From an optimization exercise on the open Yosys and OpenROAD flow, aimed at small area, a short achievable clock period and few clock cycles per item; shortcuts taken in it are not production practice.
No functional check of the RTL was part of any run shown here.
Power is estimated from default activity; no workload was simulated.

==> flow/design.v, too long to show whole: its modules and the start of the top module <==
// module decision_tree_classifier: 137 lines
module decision_tree_classifier (
    input   wire    clk,
    input   wire    rst,
    input   wire    start,
    input   signed  [31:0]  psd_gamma,
    input   signed  [31:0]  psd_beta,
    input   signed  [31:0]  psd_alpha,
    input   signed  [31:0]  psd_theta,
    input   signed  [31:0]  psd_delta,
    input   signed  [31:0]  peak_amplitude,
    input           [ 7:0]  zero_counter,
    input   signed  [31:0]  dwt_gamma_max,
    input   signed  [31:0]  dwt_gamma_min,
    input   signed  [31:0]  dwt_gamma_mean,
    input   signed  [31:0]  dwt_gamma_sum,
    input   signed  [31:0]  dwt_beta_max,
    input   signed  [31:0]  dwt_beta_min,
    input   signed  [31:0]  dwt_beta_mean,
    input   signed  [31:0]  dwt_beta_sum,
    input   signed  [31:0]  dwt_alpha_max,
    input   signed  [31:0]  dwt_alpha_min,
    input   signed  [31:0]  dwt_alpha_mean,
    input   signed  [31:0]  dwt_alpha_sum,
    input   signed  [31:0]  dwt_theta_max,
    input   signed  [31:0]  dwt_theta_min,
    input   signed  [31:0]  dwt_theta_mean,
    input   signed  [31:0]  dwt_theta_sum,
    input   signed  [31:0]  dwt_delta_max,
    input   signed  [31:0]  dwt_delta_min,
    input   signed  [31:0]  dwt_delta_mean,
    input   signed  [31:0]  dwt_delta_sum,
    output  reg             done,
    output  reg     [3:0]   class_label
);
  // ...
==> flow/flow/run.sh <==
#!/bin/bash
# Own layout flow: the standard ORFS flow (standard synthesis unchanged), with
# the port buffers made as the smallest buffer (buf_1) instead of buffer_ports'
# default pick, and timing repair aimed at a setup margin.
set -euo pipefail
cd "$(dirname "$0")/.."
source flow/opts.sh
bash standard.sh > standard.log 2>&1
==> flow/flow/opts.sh <==
export BUFFER_PORTS_ARGS="-buffer_cell sky130_fd_sc_hd__buf_1"
export SETUP_SLACK_MARGIN=9
==> flow/standard.sh <==
#!/bin/bash
# synth_recipe.tcl (not shown) runs the flow's synth.tcl, then flattens the netlist and writes it again
# the make line also repeats each setting of config.mk as NAME=value (left out here)
make -C /OpenROAD-flow-scripts/flow DESIGN_CONFIG=/design/flow/config.mk WORK_HOME=/design/flow/orfs CLKGATE_MAP_FILE= SYNTH_SCRIPT=/design/flow/synth_recipe.tcl "${@:-finish}"
==> flow/config.mk <==
export PLATFORM = sky130hd
export DESIGN_NAME = decision_tree_classifier
export DESIGN_NICKNAME = decision_tree_classifier
export VERILOG_FILES = /design/flow/design.v
export SDC_FILE = /design/flow/constraint.sdc
export NUM_CORES = 4
export LEC_CHECK = 0
export CAP_MARGIN = 20
export CORE_AREA = 5 5 265 265
export DIE_AREA = 0 0 270 270
export PLACE_DENSITY = 0.6
export SLEW_MARGIN = 20
export SYNTH_MEMORY_MAX_BITS = 65536
==> flow/constraint.sdc <==
create_clock -name core_clock -period 14.0 [get_ports {clk}]
set_input_delay 2.8000 -clock core_clock [delete_from_list [all_inputs] [get_ports {clk}]]
set_output_delay 2.8000 -clock core_clock [all_outputs]
set_load 0.01 [all_outputs]
==> results_dict.tcl, run 1 <==
set metrics [dict create \
    fill_cells 7916 \
    met2_usage_pct 25.24 \
    busiest_layer "met2" \
    core_area_um2 67160 \
    syn-cell-area_um2 5963 \
    clk_path_buf_depth 2 \
    grt_max_degree 16 \
    finClkSkew_ns 0 \
    seq_power_uw 7.47 \
    worstReg2RegStart "class_label[0]" \
    hold_ws_ns 0.9539 \
    rrSetupSlack_ns 12.89 \
    ir_worst_vdd_mv 0.03653 \
    r2r-end "class_label[0]" \
    finalWirelength_um 57730 \
    hold_buffers 0 \
    antenna_left 0 \
    taps 873 \
    status "timing/DRC/antenna clean" \
    setup-tns-final_ns 0 \
    clock_buffers 3 \
    dieArea_um2 72900 \
    signal_buffers 673 \
    regArea_um2 50.05 \
    dp.final_hpwl_um 52910 \
    synth_seq_area_share_pct 0.8393 \
    synth_compound_area_share_pct 50.36 \
    synth_cell_type_count 69 \
    use_met3_pct 6.147 \
    multi_input_area_um2 5789 \
    synth_common_cells "100 x nor2_1, 91 x o21ai_0, 82 x a21oi_1, 82 x nand2_1, 70 x nor3_1" \
    fin_crit_sh_pct 39.19 \
]
==> inputs of run 2 (changes only) <==
--- a/flow/design.v
+++ b/flow/design.v
@@ -122,17 +122,15 @@
 wire c86 = ~(~dwt_alpha_mean[31] | (dwt_alpha_mean[30] & (dwt_alpha_mean[29] & (dwt_alpha_mean[28] & (dwt_alpha_mean[27] & (dwt_alpha_mean[26] & (dwt_alpha_mean[25] & (dwt_alpha_mean[24] & (dwt_alpha_mean[23] & (dwt_alpha_mean[22] & (dwt_alpha_mean[21] & (dwt_alpha_mean[20] | (dwt_alpha_mean[19] & (dwt_alpha_mean[18] & (dwt_alpha_mean[17] | (dwt_alpha_mean[16] | (dwt_alpha_mean[15] | (dwt_alpha_mean[14] | (dwt_alpha_mean[13] | (dwt_alpha_mean[12] | (dwt_alpha_mean[11] | (dwt_alpha_mean[10] | (dwt_alpha_mean[9] | (dwt_alpha_mean[8] & (dwt_alpha_mean[7] & (dwt_alpha_mean[6] & dwt_alpha_mean[5]))))))))))))))))))))))))));
 wire c87 = ~(~dwt_alpha_sum[31] & (dwt_alpha_sum[30] | (dwt_alpha_sum[29] | (dwt_alpha_sum[28] | (dwt_alpha_sum[27] | (dwt_alpha_sum[26] | (dwt_alpha_sum[25] & (dwt_alpha_sum[24] | (dwt_alpha_sum[23] & (dwt_alpha_sum[22] | (dwt_alpha_sum[21] & (dwt_alpha_sum[20] | (dwt_alpha_sum[19] | (dwt_alpha_sum[18] | (dwt_alpha_sum[17] | (dwt_alpha_sum[16] | (dwt_alpha_sum[15] & (dwt_alpha_sum[14] & (dwt_alpha_sum[13] | (dwt_alpha_sum[12] & (dwt_alpha_sum[11] & (dwt_alpha_sum[10] & (dwt_alpha_sum[9] & (dwt_alpha_sum[8] & (dwt_alpha_sum[7] | (dwt_alpha_sum[6] & (dwt_alpha_sum[5] & (dwt_alpha_sum[4] & (dwt_alpha_sum[3] & (dwt_alpha_sum[2] | (dwt_alpha_sum[1] & dwt_alpha_sum[0])))))))))))))))))))))))))))))));
 wire c88 = ~(~dwt_theta_max[31] & (dwt_theta_max[30] | (dwt_theta_max[29] | (dwt_theta_max[28] | (dwt_theta_max[27] | (dwt_theta_max[26] & (dwt_theta_max[25] | (dwt_theta_max[24] & (dwt_theta_max[23] | (dwt_theta_max[22] & (dwt_theta_max[21] | (dwt_theta_max[20] & (dwt_theta_max[19] & (dwt_theta_max[18] & (dwt_theta_max[17] | (dwt_theta_max[16] | (dwt_theta_max[15] | (dwt_theta_max[14] | (dwt_theta_max[13] & (dwt_theta_max[12] | (dwt_theta_max[11] | (dwt_theta_max[10] & (dwt_theta_max[9] | (dwt_theta_max[8] | (dwt_theta_max[7] | (dwt_theta_max[6] & (dwt_theta_max[5] | (dwt_theta_max[4] | (dwt_theta_max[3] & (dwt_theta_max[2] & (dwt_theta_max[1] & dwt_theta_max[0])))))))))))))))))))))))))))))));
 wire c89 = ~(~dwt_theta_mean[31] | (dwt_theta_mean[30] & (dwt_theta_mean[29] & (dwt_theta_mean[28] & (dwt_theta_mean[27] & (dwt_theta_mean[26] & (dwt_theta_mean[25] & (dwt_theta_mean[24] | (dwt_theta_mean[23] & (dwt_theta_mean[22] | (dwt_theta_mean[21] & (dwt_theta_mean[20] & (dwt_theta_mean[19] & (dwt_theta_mean[18] & (dwt_theta_mean[17] & (dwt_theta_mean[16] | (dwt_theta_mean[15] & (dwt_theta_mean[14] & (dwt_theta_mean[13] & (dwt_theta_mean[12] | (dwt_theta_mean[11] & (dwt_theta_mean[10] | (dwt_theta_mean[9] & (dwt_theta_mean[8] | (dwt_theta_mean[7] & (dwt_theta_mean[6] & (dwt_theta_mean[5] | (dwt_theta_mean[4] & (dwt_theta_mean[3] & (dwt_theta_mean[2] | dwt_theta_mean[1]))))))))))))))))))))))))))))));
 wire c90 = ~(~dwt_delta_max[31] & (dwt_delta_max[30] | (dwt_delta_max[29] | (dwt_delta_max[28] | (dwt_delta_max[27] & (dwt_delta_max[26] | (dwt_delta_max[25] | (dwt_delta_max[24] | (dwt_delta_max[23] & (dwt_delta_max[22] | (dwt_delta_max[21] & (dwt_delta_max[20] | (dwt_delta_max[19] | (dwt_delta_max[18] | (dwt_delta_max[17] | (dwt_delta_max[16] | (dwt_delta_max[15] & (dwt_delta_max[14] | (dwt_delta_max[13] | (dwt_delta_max[12] & (dwt_delta_max[11] & (dwt_delta_max[10] & (dwt_delta_max[9] & (dwt_delta_max[8] & (dwt_delta_max[7] | (dwt_delta_max[6] | (dwt_delta_max[5] | (dwt_delta_max[4] & (dwt_delta_max[3] & dwt_delta_max[2])))))))))))))))))))))))))))));
 wire c91 = ~(~dwt_delta_sum[31] & (dwt_delta_sum[30] | (dwt_delta_sum[29] | (dwt_delta_sum[28] | (dwt_delta_sum[27] | (dwt_delta_sum[26] & (dwt_delta_sum[25] | (dwt_delta_sum[24] | (dwt_delta_sum[23] & (dwt_delta_sum[22] | (dwt_delta_sum[21] | (dwt_delta_sum[20] | (dwt_delta_sum[19] & (dwt_delta_sum[18] | (dwt_delta_sum[17] | (dwt_delta_sum[16] & (dwt_delta_sum[15] & (dwt_delta_sum[14] | (dwt_delta_sum[13] | (dwt_delta_sum[12] & (dwt_delta_sum[11] | (dwt_delta_sum[10] & (dwt_delta_sum[9] | (dwt_delta_sum[8] & (dwt_delta_sum[7] & (dwt_delta_sum[6] | (dwt_delta_sum[5] | (dwt_delta_sum[4] & (dwt_delta_sum[3] | (dwt_delta_sum[2] | (dwt_delta_sum[1] | dwt_delta_sum[0])))))))))))))))))))))))))))))));
 wire label_w = (c51 ? (c59 ? (c31 ? (c73 ? (c64 ? (c14 ? (c10 ? (c42 ? (c79 ? 1'b0 : 1'b1) : 1'b0) : 1'b0) : (c87 ? (c27 ? (c1 ? 1'b0 : (c35 ? 1'b1 : 1'b0)) : (c34 ? 1'b1 : 1'b0)) : (c47 ? (c80 ? 1'b1 : (c45 ? 1'b1 : 1'b0)) : (c25 ? (c50 ? 1'b0 : 1'b1) : 1'b1)))) : (c22 ? (c91 ? (c84 ? 1'b0 : 1'b1) : 1'b1) : (c41 ? (c69 ? 1'b1 : 1'b0) : 1'b0))) : (c11 ? (c82 ? 1'b0 : (c44 ? 1'b0 : (c43 ? (c76 ? (c57 ? 1'b1 : 1'b0) : 1'b1) : 1'b0))) : (c83 ? (c26 ? (c21 ? 1'b0 : (c16 ? 1'b0 : 1'b1)) : (c72 ? (c12 ? 1'b1 : 1'b0) : 1'b1)) : (c46 ? 1'b1 : (c71 ? (c78 ? 1'b0 : 1'b1) : 1'b1))))) : (c55 ? (c54 ? 1'b0 : 1'b1) : 1'b0)) : (c5 ? (c49 ? (c61 ? (c39 ? (c60 ? 1'b1 : (c0 ? 1'b0 : 1'b1)) : (c15 ? 1'b1 : 1'b0)) : (c23 ? 1'b0 : (c4 ? 1'b1 : 1'b0))) : (c85 ? 1'b0 : 1'b1)) : (c70 ? (c47 ? (c65 ? (c90 ? (c6 ? (c86 ? 1'b1 : 1'b0) : (c40 ? 1'b0 : 1'b1)) : (c28 ? 1'b1 : 1'b0)) : 1'b1) : (c77 ? (c19 ? 1'b0 : 1'b1) : (c7 ? 1'b0 : 1'b1))) : (c48 ? (c62 ? (c63 ? 1'b0 : (c29 ? 1'b1 : 1'b0)) : 1'b0) : 1'b0)))) : (c37 ? (c81 ? (c68 ? (c53 ? (c56 ? 1'b1 : 1'b0) : (c74 ? 1'b0 : (c8 ? 1'b1 : 1'b0))) : (c18 ? (c17 ? (c30 ? 1'b0 : 1'b1) : (c33 ? 1'b0 : (c38 ? 1'b0 : 1'b1))) : (c58 ? (c36 ? (c89 ? 1'b1 : 1'b0) : 1'b1) : (c13 ? 1'b1 : 1'b0)))) : (c75 ? (c52 ? (c3 ? 1'b0 : 1'b1) : (c32 ? (c24 ? (c2 ? 1'b0 : 1'b1) : 1'b0) : (c66 ? 1'b0 : (c67 ? 1'b1 : 1'b0)))) : (c88 ? 1'b0 : 1'b1))) : (c9 ? (c20 ? 1'b1 : 1'b0) : 1'b1)));
 always_ff @(posedge clk or posedge rst) begin
-    if (rst) begin
-        done        <= 1'b0;
-        class_label <= 4'd0;
-    end else begin
-        done <= start;
-        if (start) class_label <= {3'd0, label_w};
-    end
+    if (rst) done <= 1'b0;
+    else     done <= start;
+end
+always_ff @(posedge clk) begin
+    class_label <= {3'd0, label_w};
 end
 endmodule
==> flow/flow/run.sh (replaced) <==
#!/bin/bash
# Own layout flow: the standard ORFS flow and synthesis script, with three changes:
#  - ABC maps the logic with flow/abc.script (delay-targeted map) instead of ORFS's script;
#  - the port buffers are buf_1 instead of buffer_ports' default pick;
#  - the flow's timing repair aims at the setup margin set in flow/opts.sh.
# Each tool's output goes to the ORFS logs (orfs/logs/...) and to standard.log here.
set -euo pipefail
cd "$(dirname "$0")/.."
W=$(pwd)
source flow/opts.sh
cat > my_synth.tcl <<EOT
# synth_recipe.tcl with ABC's script replaced by flow/abc.script
proc abc {args} {
  set i [lsearch -exact \$args -script]
  if {\$i >= 0} { lset args [expr {\$i + 1}] $W/flow/abc.script }
  yosys abc {*}\$args
}
source $W/synth_recipe.tcl
EOT
sed "s#SYNTH_SCRIPT=[^ ]*synth_recipe.tcl#SYNTH_SCRIPT=$W/my_synth.tcl#" standard.sh > my_standard.sh
grep -q "SYNTH_SCRIPT=$W/my_synth.tcl" my_standard.sh
bash my_standard.sh > standard.log 2>&1
==> flow/flow/abc.script (new file) <==
strash
balance
rewrite
refactor
balance
rewrite
rewrite -z
balance
refactor -z
rewrite -z
balance
dch
map -D 1200
topo
stime -c
buffer -c
upsize -c
dnsize -c
==> run 2 against run 1 <==
Still clean on timing, DRC and antenna; fmax rose by 5.7%; first-iteration DRC count is 4.8% lower; clock-buffer cell count up 1; die area unchanged; critical endpoint is now class_label[0].
==> results_dict.tcl, run 2 <==
set metrics [dict create \
    antenna_left 0 \
    viasPerCell 4.169 \
    comb_power_share_pct 81.4 \
    finalInstanceArea_um2 9869 \
    max_slew_margin_pct 38.56 \
    ys.flop_type "dfxtp_1" \
    antenna_found_initial 34 \
    grt.total_usage_pct 12.50 \
    pwr-share-seq_pct 2.4 \
    yosys.area_share.simple_pct 43.35 \
    place_ws_ns 8.119 \
    syn_area_per_cell_um2 5.171 \
    crit_fanout 4 \
    fmax_mhz 192.6 \
    endpoint_kind "flip-flop" \
    die_y_um 270 \
    synth_enable_flop_cells 0 \
    p_int_uw 130.9 \
    finalWirelength_um 49980 \
    synth_common_cells "184 x inv_1, 160 x nand2_1, 158 x nor2_1, 95 x a21oi_1" \
    layout_commonest_cell "buf_1" \
    critPathArrivalTime_ns 5.33 \
    core_area_um2 67160 \
    dp.final_hpwl_um 46720 \
    synth_seq_area_share_pct 0.7503 \
    tightest_slew_ns 0.9101 \
    fin_crit_sh_pct 37.10 \
    synth_seq_cells 2 \
    crit_path_cell_trace "buf_1, nor4_1, nand3_1, nor2_1, nor2_1, clkinv_1, a31oi_1, a41oi_1, a21oi_1, o2111ai_1, a21boi_1, o2bb2ai_1, a21oi_2, o22ai_2" \
    synth_top_family_by_area "simple AND/OR/NAND/NOR gates" \
    leakage_nw 3.347 \
    placed_area_um2 9613 \
    p_sw_share_pct 52.97 \
    fin_nets 2680 \
    crit_path_max_incr_delay_ns 0.65 \
    maxCapViolations 0 \
    ys_async_sr_fraction_pct 50.00 \
    hold_violations 0 \
    wl_per_cell_um 18.33 \
    crit_top_cell "nor2_1" \
    hp-class "input port to asynchronous set/reset pin" \
    drv_slew 0 \
    drtIter0Drc 656 \
    synth_area_leaders "inv_1 12%, nand2_1 10%, nor2_1 9.9%" \
    setup-tns-final_ns 0 \
    largestRegisters "class_label (1), done (1)" \
    min_period_ns 5.193 \
    synth_cell_type_count 71 \
    critPathBufInv 2 \
    gp_congestion 0.9956 \
    ir_worst_vdd_mv 0.02004 \
    grt_max_degree 10 \
    dp_cells 2703 \
    pwr_density_cell_nw_per_um2 28.19 \
    fp.dieW_um 270 \
    yosysWarnings 1 \
    synth_mux_area_share_pct 0 \
    cts-root-buf "clkbuf_16" \
    cp.required_ns 14.13 \
    drive_above_1_share_pct 4.031 \
    status "timing/DRC/antenna clean" \
    setup_ws_ns 8.807 \
    totalPowerFinal_uw 278.3 \
    yosys.area.top_type_share_pct 11.50 \
    start_kind "input port" \
    synth_compound_area_share_pct 42.68 \
    numCtsBuffers 3 \
    rsz0062_at_grt "yes" \
    htreeDepth 1 \
    cp_slowest_cell "a31oi_1" \
    drc_errors 0 \
    grt_pass1_wl_um 68190 \
    instances_no_fill 2726 \
    cts.sinks 2 \
    dieArea_um2 72900 \
    yosysTopAreaCell "inv_1" \
    synth_most_common_cell "inv_1" \
    finish.utilization_pct 14.70 \
    switchingPower_uw 147.4 \
    clk_pin_slew_ns 0.03 \
    path_class "input port to flip-flop" \
    placementRows 95 \
    setup_violations 0 \
    synthXorXnorAreaFrac_pct 0 \
    overflow 0 \
    clkPwrFrac_pct 16.1 \
    area_growth_pct 64.40 \
    num_io_pins 848 \
    cts_tree "built" \
    grt_pass1_vias 11200 \
    mostFrequentLayoutCells "668 x buf_1, 184 x inv_1, 160 x nand2_1" \
    io_buffers 668 \
    clk_path_buf_depth 2 \
    synthCells 1161 \
    vias 11370 \
    hold_ws_ns 2.381 \
    drt_pass1_iterations 5 \
    syn-cell-area_um2 6003 \
    path_delay_family "compound AO/OA/AOI/OAI gates" \
    start_util_pct 8.939 \
    synth_fa_ha_area_share_pct 0 \
]
==> run 2: cells by family (layout without fill, tap and decap cells) <==
group,after synthesis,in the layout
other,1,20
flip-flops,2,2
AO/OA/AOI/OAI,389,389
AND/OR/NAND/NOR,562,562
buffers and inverters,207,880
==> run 2: area by class of cell <==
class,count,area (um2)
clock buffers,4,78.83
fillers,7947,57290
repair buffers,675,2560
inverters,201,754.5
well taps,873,1092
diodes,17,42.54
flip-flops and latches,2,45.04
multi-input cells,954,5296
==> run 2: how the worst max path moves through the flow <==
stage                          start             end  slack [ns]  cells past startpoint
CTS                 dwt_theta_max[4]  class_label[0]        8.79                     15
finish                 psd_alpha[22]  class_label[0]        8.81                     14
global placement    dwt_alpha_min[1]  class_label[0]        8.10                     13
floorplan              psd_delta[23]  class_label[0]        9.37                     13
detailed placement  dwt_alpha_min[1]  class_label[0]        8.12                     13
global route        dwt_theta_max[4]  class_label[0]        8.75                     15
==> run 2: what timing repair did <==
action	4_1_cts	5_1_grt
endpoints found under the setup margin	1	1
setup buffers	0	2
hold buffers	0	0
pin swaps	1	3
gates resized for setup	14	9
hold endpoints to repair	0	0
==> run 2: power groups by stage <==
stage          logic, mW  clock network [mW]  registers (mW)
2_1_floorplan     0.0920                   0         0.00689
3_3_place_gp       0.222                   0         0.00692
3_5_place_dp       0.223                   0         0.00695
4_1_cts            0.226              0.0463         0.00688
5_1_grt            0.254              0.0475         0.00685
6_report           0.227              0.0449         0.00676
==> run 2: routing by layer <==
| metal | wire [um] | global-route usage, % | vias to the layer above |
|---|---|---|---|
| met2 | 24120 | 22.58 | 625 |
| li1 | - | - | 5615 |
| met1 | 19180 | 13.88 | 4990 |
| met4 | 2194 | 4.715 | 28 |
| met5 | 176 | 0 | - |
| met3 | 4305 | 3.616 | 108 |
==> inputs of run 3 (changes only) <==
--- a/flow/config.mk
+++ b/flow/config.mk
@@ -9,5 +9,5 @@
 export CORE_AREA = 5 5 265 265
 export DIE_AREA = 0 0 270 270
-export PLACE_DENSITY = 0.6
+export PLACE_DENSITY = 0.85
 export SLEW_MARGIN = 20
 export SYNTH_MEMORY_MAX_BITS = 65536
==> run 3 against run 2 <==
Still clean; core utilization is 0.22 points higher; flip-flop and latch count stayed put; routed wire length is 4.0% higher; critical path type unchanged; largest cell class unchanged.
==> results_dict.tcl, run 3 <==
set metrics [dict create \
    pwr_density_cell_nw_per_um2 28.44 \
    clk_path_buf_depth 2 \
    synth_seq_cells 2 \
    max_slew_margin_pct 44.30 \
    synth_enable_flop_cells 0 \
    synth_cell_type_count 71 \
    numCtsBuffers 3 \
    fin_crit_sh_pct 36.40 \
    cts-root-buf "clkbuf_16" \
    layout_commonest_cell "buf_1" \
    start_kind "input port" \
    comb_power_share_pct 82.0 \
    mostFrequentLayoutCells "666 x buf_1, 184 x inv_1, 160 x nand2_1" \
    fill_cells 7936 \
    dp.final_hpwl_um 48310 \
    synthCells 1161 \
    hp-class "input port to asynchronous set/reset pin" \
    yosys.area.top_type_share_pct 11.50 \
    antenna_left 0 \
    min_period_ns 5.097 \
    ir_worst_vdd_mv 0.02599 \
    yosysTopAreaCell "inv_1" \
    drive_above_1_share_pct 5.071 \
    grt_pass1_wl_um 71460 \
    syn-cell-area_um2 6003 \
    synthXorXnorAreaFrac_pct 0 \
    grt_max_degree 10 \
    path_delay_family "compound AO/OA/AOI/OAI gates" \
    htreeDepth 1 \
    grt.total_usage_pct 13.03 \
    crit_path_max_incr_delay_ns 0.47 \
    drt_pass1_iterations 5 \
    die_y_um 270 \
    dp_cells 2699 \
    endpoint_kind "flip-flop" \
    drc_errors 0 \
    setup_violations 0 \
    cts.sinks 2 \
    gp_congestion 0.9899 \
    tightest_slew_ns 0.8264 \
    wl_per_cell_um 19.07 \
    antenna_found_initial 35 \
    synth_fa_ha_area_share_pct 0 \
    cp.required_ns 14.08 \
    rsz0062_at_grt "yes" \
    crit_path_cell_trace "buf_1, nor2_1, a21oi_1, o41ai_2, a21oi_1, o2111ai_1, a21boi_1, o21ai_2, a21boi_0, o211ai_1, o21ai_1, nand2_1, nand2_1, a21oi_2, o22ai_2" \
    p_sw_share_pct 53.73 \
    path_class "input port to flip-flop" \
    pwr-share-seq_pct 2.4 \
    largestRegisters "class_label (1), done (1)" \
    switchingPower_uw 153.0 \
    area_growth_pct 66.82 \
    drv_slew 0 \
    regArea_um2 45.04 \
    synth_compound_area_share_pct 42.68 \
    dieArea_um2 72900 \
    synth_most_common_cell "inv_1" \
    status "timing/DRC/antenna clean" \
    fp.dieW_um 270 \
    drtIter0Drc 710 \
    p_int_uw 131.8 \
    num_io_pins 848 \
    viasPerCell 4.282 \
    fin_nets 2678 \
    finalWirelength_um 51970 \
    clk_pin_slew_ns 0.03 \
    maxCapViolations 0 \
    synth_seq_area_share_pct 0.7503 \
    ys_async_sr_fraction_pct 50.00 \
    yosysWarnings 1 \
    instances_no_fill 2725 \
    hold_violations 0 \
    setup-tns-final_ns 0 \
    start_util_pct 8.939 \
    critPathBufInv 1 \
    cp_slowest_cell "o211ai_1" \
    placementRows 95 \
    clkPwrFrac_pct 15.6 \
    io_buffers 668 \
    synth_common_cells "184 x inv_1, 160 x nand2_1, 158 x nor2_1, 95 x a21oi_1" \
    yosys.area_share.simple_pct 43.35 \
    multi_input_area_um2 5451 \
    synth_mux_area_share_pct 0 \
    leakage_nw 3.373 \
    synth_area_leaders "inv_1 12%, nand2_1 10%, nor2_1 9.9%" \
    ys.flop_type "dfxtp_1" \
    core_area_um2 67160 \
    grt_pass1_vias 11600 \
    synth_top_family_by_area "simple AND/OR/NAND/NOR gates" \
    vias 11670 \
    overflow 0 \
    crit_fanout 2 \
    syn_area_per_cell_um2 5.171 \
    fmax_mhz 196.2 \
    critPathArrivalTime_ns 5.18 \
    cts_tree "built" \
]
## run 3: changes by cell type in the layout (fill, tap and decap cells not counted), sizes merged
cell    change
diode       +1
buf         -4
clkbuf      +2
## run 3: through the flow
| stage | total power, mW | instance area [um2] | utilization [%] | hold slack (ns) | setup WS, ns |
|---|---|---|---|---|---|
| floorplan | 0.09889 | 6011 | - | 2.529 | 9.367 |
| global placement | 0.2301 | 9598 | 14.29 | 2.612 | 8.051 |
| detailed placement | 0.2316 | 9598 | 14.29 | 2.616 | 8.067 |
| CTS | 0.2824 | 9836 | 14.65 | 2.383 | 8.764 |
| global route | 0.3131 | 10000 | 14.90 | 2.399 | 8.723 |
| finish | 0.2848 | 10010 | 14.91 | 2.382 | 8.903 |
## run 3: layout make-up
type                            count  share of cell area, %
Antenna cell                       18                 0.4498
Clock buffer                        4                 0.7871
Inverter                          201                  7.534
Multi-Input combinational cell    954                  54.44
Sequential cell                     2                 0.4498
Tap cell                          873                  10.91
Timing Repair Buffer              673                  25.44
## run 3: per-layer routing
metal / track usage (%) / part of all wire (%) / vias to the layer above
met5: 0 / 0.075 / -
met4: 5.487 / 4.9 / 8
met3: 2.985 / 8.3 / 129
li1: - / - / 5610
met2: 24.38 / 50 / 717
met1: 14.02 / 37 / 5205
## run 3: cells by family (layout without fill, tap and decap cells)
family	count (synthesis)	in the layout
other cells	1	21
buf+inv	207	878
simple gates	562	562
flops	2	2
compound gates	389	389
## run 3: power groups by stage
stage               clock network, mW  registers (mW)  logic (mW)
finish                         0.0445         0.00670       0.234
global route                   0.0457         0.00681       0.261
CTS                            0.0452         0.00684       0.230
detailed placement                  0         0.00691       0.225
global placement                    0         0.00694       0.223
floorplan                           0         0.00689      0.0920
## run 3: what timing repair did
action | CTS | global route
setup buffers | 0 | 4
pin swaps | 3 | 9
setup endpoints to repair | 1 | 1
hold buffers | 0 | 0
resized for setup | 29 | 24
## run 3: worst paths after layout
check | end | cells past startpoint | slack [ns] | start
worst max-delay path | class_label[0] | 15 | 8.90 | dwt_theta_max[4]
worst min-delay path | done | 2 | 2.38 | rst
min in group core_clock | done | 1 | 2.68 | start
max in group asynchronous | done | 2 | 11.53 | rst
==> inputs of run 4 (changes only) <==
==> flow/flow/opts.sh (replaced) <==
export BUFFER_PORTS_ARGS="-buffer_cell sky130_fd_sc_hd__buf_1"
export SETUP_SLACK_MARGIN=9
export SETUP_SLACK_MARGIN=11
--- a/flow/config.mk
+++ b/flow/config.mk
@@ -9,5 +9,5 @@
 export CORE_AREA = 5 5 265 265
 export DIE_AREA = 0 0 270 270
-export PLACE_DENSITY = 0.85
+export PLACE_DENSITY = 0.6
 export SLEW_MARGIN = 20
 export SYNTH_MEMORY_MAX_BITS = 65536
==> run 4 against run 3 <==
Global-route usage is 0.72 points lower; fmax is 1.3% higher; first-iteration DRC count is 5.6% higher; synthesized area stayed put; routed wire length is 5.5% lower; sequential power is 1% lower; hold slack worse by 0.0081 ns; flip-flop and latch count stayed put; clock-buffer cell count stayed put; power is 0.12% lower; largest power group unchanged.
==> results_dict.tcl, run 4 <==
set metrics [dict create \
    syn-cell-area_um2 6003 \
    synth_top_family_by_area "simple AND/OR/NAND/NOR gates" \
    endpoint_kind "flip-flop" \
    htreeDepth 1 \
    dp.final_hpwl_um 46010 \
    gp_congestion 1.012 \
    ys_async_sr_fraction_pct 50.00 \
    yosysTopAreaCell "inv_1" \
    antenna_left 0 \
    vias 11350 \
    synth_compound_area_share_pct 42.68 \
    layout_commonest_cell "buf_1" \
    overflow 0 \
    min_period_ns 5.033 \
    max_slew_margin_pct 36.82 \
    critPathArrivalTime_ns 5.12 \
    clk_path_buf_depth 2 \
    ys.flop_type "dfxtp_1" \
    hp-class "input port to asynchronous set/reset pin" \
    mostFrequentLayoutCells "666 x buf_1, 184 x inv_1, 159 x nand2_1" \
    synth_enable_flop_cells 0 \
    drt_pass1_iterations 6 \
    numCtsBuffers 3 \
    placementRows 95 \
    die_y_um 270 \
    antenna_found_initial 28 \
    yosysWarnings 1 \
    rsz0062_at_grt "yes" \
    yosys.area_share.simple_pct 43.35 \
    largestRegisters "class_label (1), done (1)" \
    synth_common_cells "184 x inv_1, 160 x nand2_1, 158 x nor2_1, 95 x a21oi_1" \
    start_util_pct 8.939 \
    grt.total_usage_pct 12.31 \
    synth_seq_cells 2 \
    setup_violations 0 \
    fin_nets 2684 \
    core_area_um2 67160 \
    clk_pin_slew_ns 0.03 \
    drtIter0Drc 750 \
    ir_worst_vdd_mv 0.02736 \
    pwr_density_cell_nw_per_um2 28.40 \
    synthXorXnorAreaFrac_pct 0 \
    drc_errors 0 \
    finalWirelength_um 49100 \
    maxCapViolations 0 \
    wl_per_cell_um 17.95 \
    start_kind "input port" \
    area_growth_pct 66.84 \
    synth_seq_area_share_pct 0.7503 \
    fill_cells 7977 \
    dieArea_um2 72900 \
    fmax_mhz 198.7 \
    cts.sinks 2 \
    grt_pass1_vias 11090 \
    cp.required_ns 14.09 \
    hold_buffers 0 \
    synth_area_leaders "inv_1 12%, nand2_1 10%, nor2_1 9.9%" \
    cts_tree "built" \
    tightest_slew_ns 0.9433 \
    totalPowerFinal_uw 284.4 \
    leakage_nw 3.392 \
    synth_fa_ha_area_share_pct 0 \
    grt_pass1_wl_um 67610 \
    yosys.area.top_type_share_pct 11.50 \
    crit_fanout 3 \
    fp.dieW_um 270 \
    synth_cell_type_count 71 \
    grt_max_degree 10 \
    fin_crit_sh_pct 35.95 \
    synthCells 1161 \
    viasPerCell 4.149 \
    hold_violations 0 \
    path_class "input port to flip-flop" \
    num_io_pins 848 \
    drive_above_1_share_pct 4.837 \
    io_buffers 668 \
    drv_slew 0 \
    synth_most_common_cell "inv_1" \
    synth_mux_area_share_pct 0 \
    status "timing/DRC/antenna clean" \
    cts-root-buf "clkbuf_16" \
    setup-tns-final_ns 0 \
    syn_area_per_cell_um2 5.171 \
]
==> run 4: report_power, final <==
part / total, mW / internal [mW] / switching, mW
combinational: 0.233 / 0.0893 / 0.143
clock: 0.0452 / 0.0376 / 0.00766
sequential: 0.00660 / 0.00637 / 0.000233
==> run 4: stage by stage <==
step / hold WS (ns) / utilization (%) / area, um2 / std cells / setup WS (ns)
final: 2.374 / 14.91 / 10020 / 2735 / 8.967
after global routing: 2.394 / 14.89 / 9998 / 2728 / 8.806
after CTS: 2.374 / 14.72 / 9888 / 2709 / 8.837
after detailed placement: 2.608 / 14.35 / 9637 / 2705 / 8.000
after global placement: 2.610 / 14.35 / 9637 / 2705 / 8.006
after floorplan: 2.529 / - / 6020 / 1163 / 9.378
==> run 4: per-layer routing <==
layer | track usage, % | up-vias | part of all wire [%]
li1 | - | 5627 | -
met2 | 21.87 | 595 | 48
met4 | 5.203 | 14 | 4.7
met1 | 13.33 | 5024 | 37
met5 | 0 | - | 0.19
met3 | 4.202 | 87 | 9.3
==> run 4: how the worst max path moves through the flow <==
stage / from / end / slack, ns / cells after the start
final: dwt_beta_min[1] / class_label[0] / 8.97 / 13
after CTS: dwt_theta_max[4] / class_label[0] / 8.84 / 15
after detailed placement: dwt_beta_max[5] / class_label[0] / 8.00 / 15
after floorplan: psd_delta[23] / class_label[0] / 9.38 / 13
after global placement: dwt_beta_max[5] / class_label[0] / 8.01 / 15
after global routing: dwt_beta_min[1] / class_label[0] / 8.81 / 13
==> run 4: cells by family after synthesis <==
logic type / count (synthesis)
and+or+nand+nor: 562
other: 1
DFF: 2
buffers and inverters: 207
AOI/OAI and AO/OA: 389
==> run 4: layout make-up <==
| cell class | count | area, um2 | area share [%] |
|---|---|---|---|
| inverters | 201 | 754.5 | 7.533 |
| repair buffers | 679 | 2605 | 26.01 |
| multi-input cells | 954 | 5385 | 53.77 |
| clock buffers | 4 | 78.83 | 0.7870 |
| well taps | 873 | 1092 | 10.91 |
| flip-flops and latches | 2 | 45.04 | 0.4497 |
| diodes | 22 | 55.05 | 0.5497 |
==> run 4: repair_timing <==
item,4_1_cts,5_1_grt
resized for setup,35,9
pin swaps,6,4
setup endpoints to repair,3,3
buffers inserted,0,4
==> run 4: worst max-delay path, cell delays in order <==
cell	delay (ns)
buf_1	0.10
o31ai_1	0.26
a31oi_1	0.12
o311ai_1	0.29
a31oi_1	0.15
nor4_2	0.23
o2111ai_1	0.17
a21oi_1	0.31
o2bb2ai_4	0.12
a21oi_4	0.23
o2bb2ai_2	0.08
a21oi_2	0.18
o22ai_2	0.09

static timing again, ports no longer ideal:
The results above use ideal ports. As a check the final layouts listed here were re-extracted and re-timed, cells and wires unchanged.
Step 1 assumes that a clkbuf_16 drives the clock port and a buf_2 every other input.
Step 2 adds t to the input delays and takes it off the output delays; t is the mean of the earliest and latest rising clock arrival at the registers after step 1. Input paths then give back, and output paths get back, about the clock's delay inside the block.
Slacks: ideal / step 1 / step 2; pairs: ideal / step 1.
run	t, ns	slack for setup (ns)	slew at the worst register clock pin (ns)	worst data-port slew with drivers (ns)	cell pins on the clock port's net
run 1	0.249	8.513 / 8.502 / 8.253	0.03 / 0.03	0.19	1
run 2	0.270	8.807 / 8.829 / 8.560	0.03 / 0.03	0.22	1
run 3	0.265	8.903 / 8.924 / 8.659	0.03 / 0.03	0.22	1
run 4	0.276	8.967 / 8.998 / 8.722	0.03 / 0.03	0.21	1
After both steps every run listed still meets setup and hold. The setup slack of run 1, which loses most, moves by -0.011 ns with the drivers and by -0.260 ns with both steps.
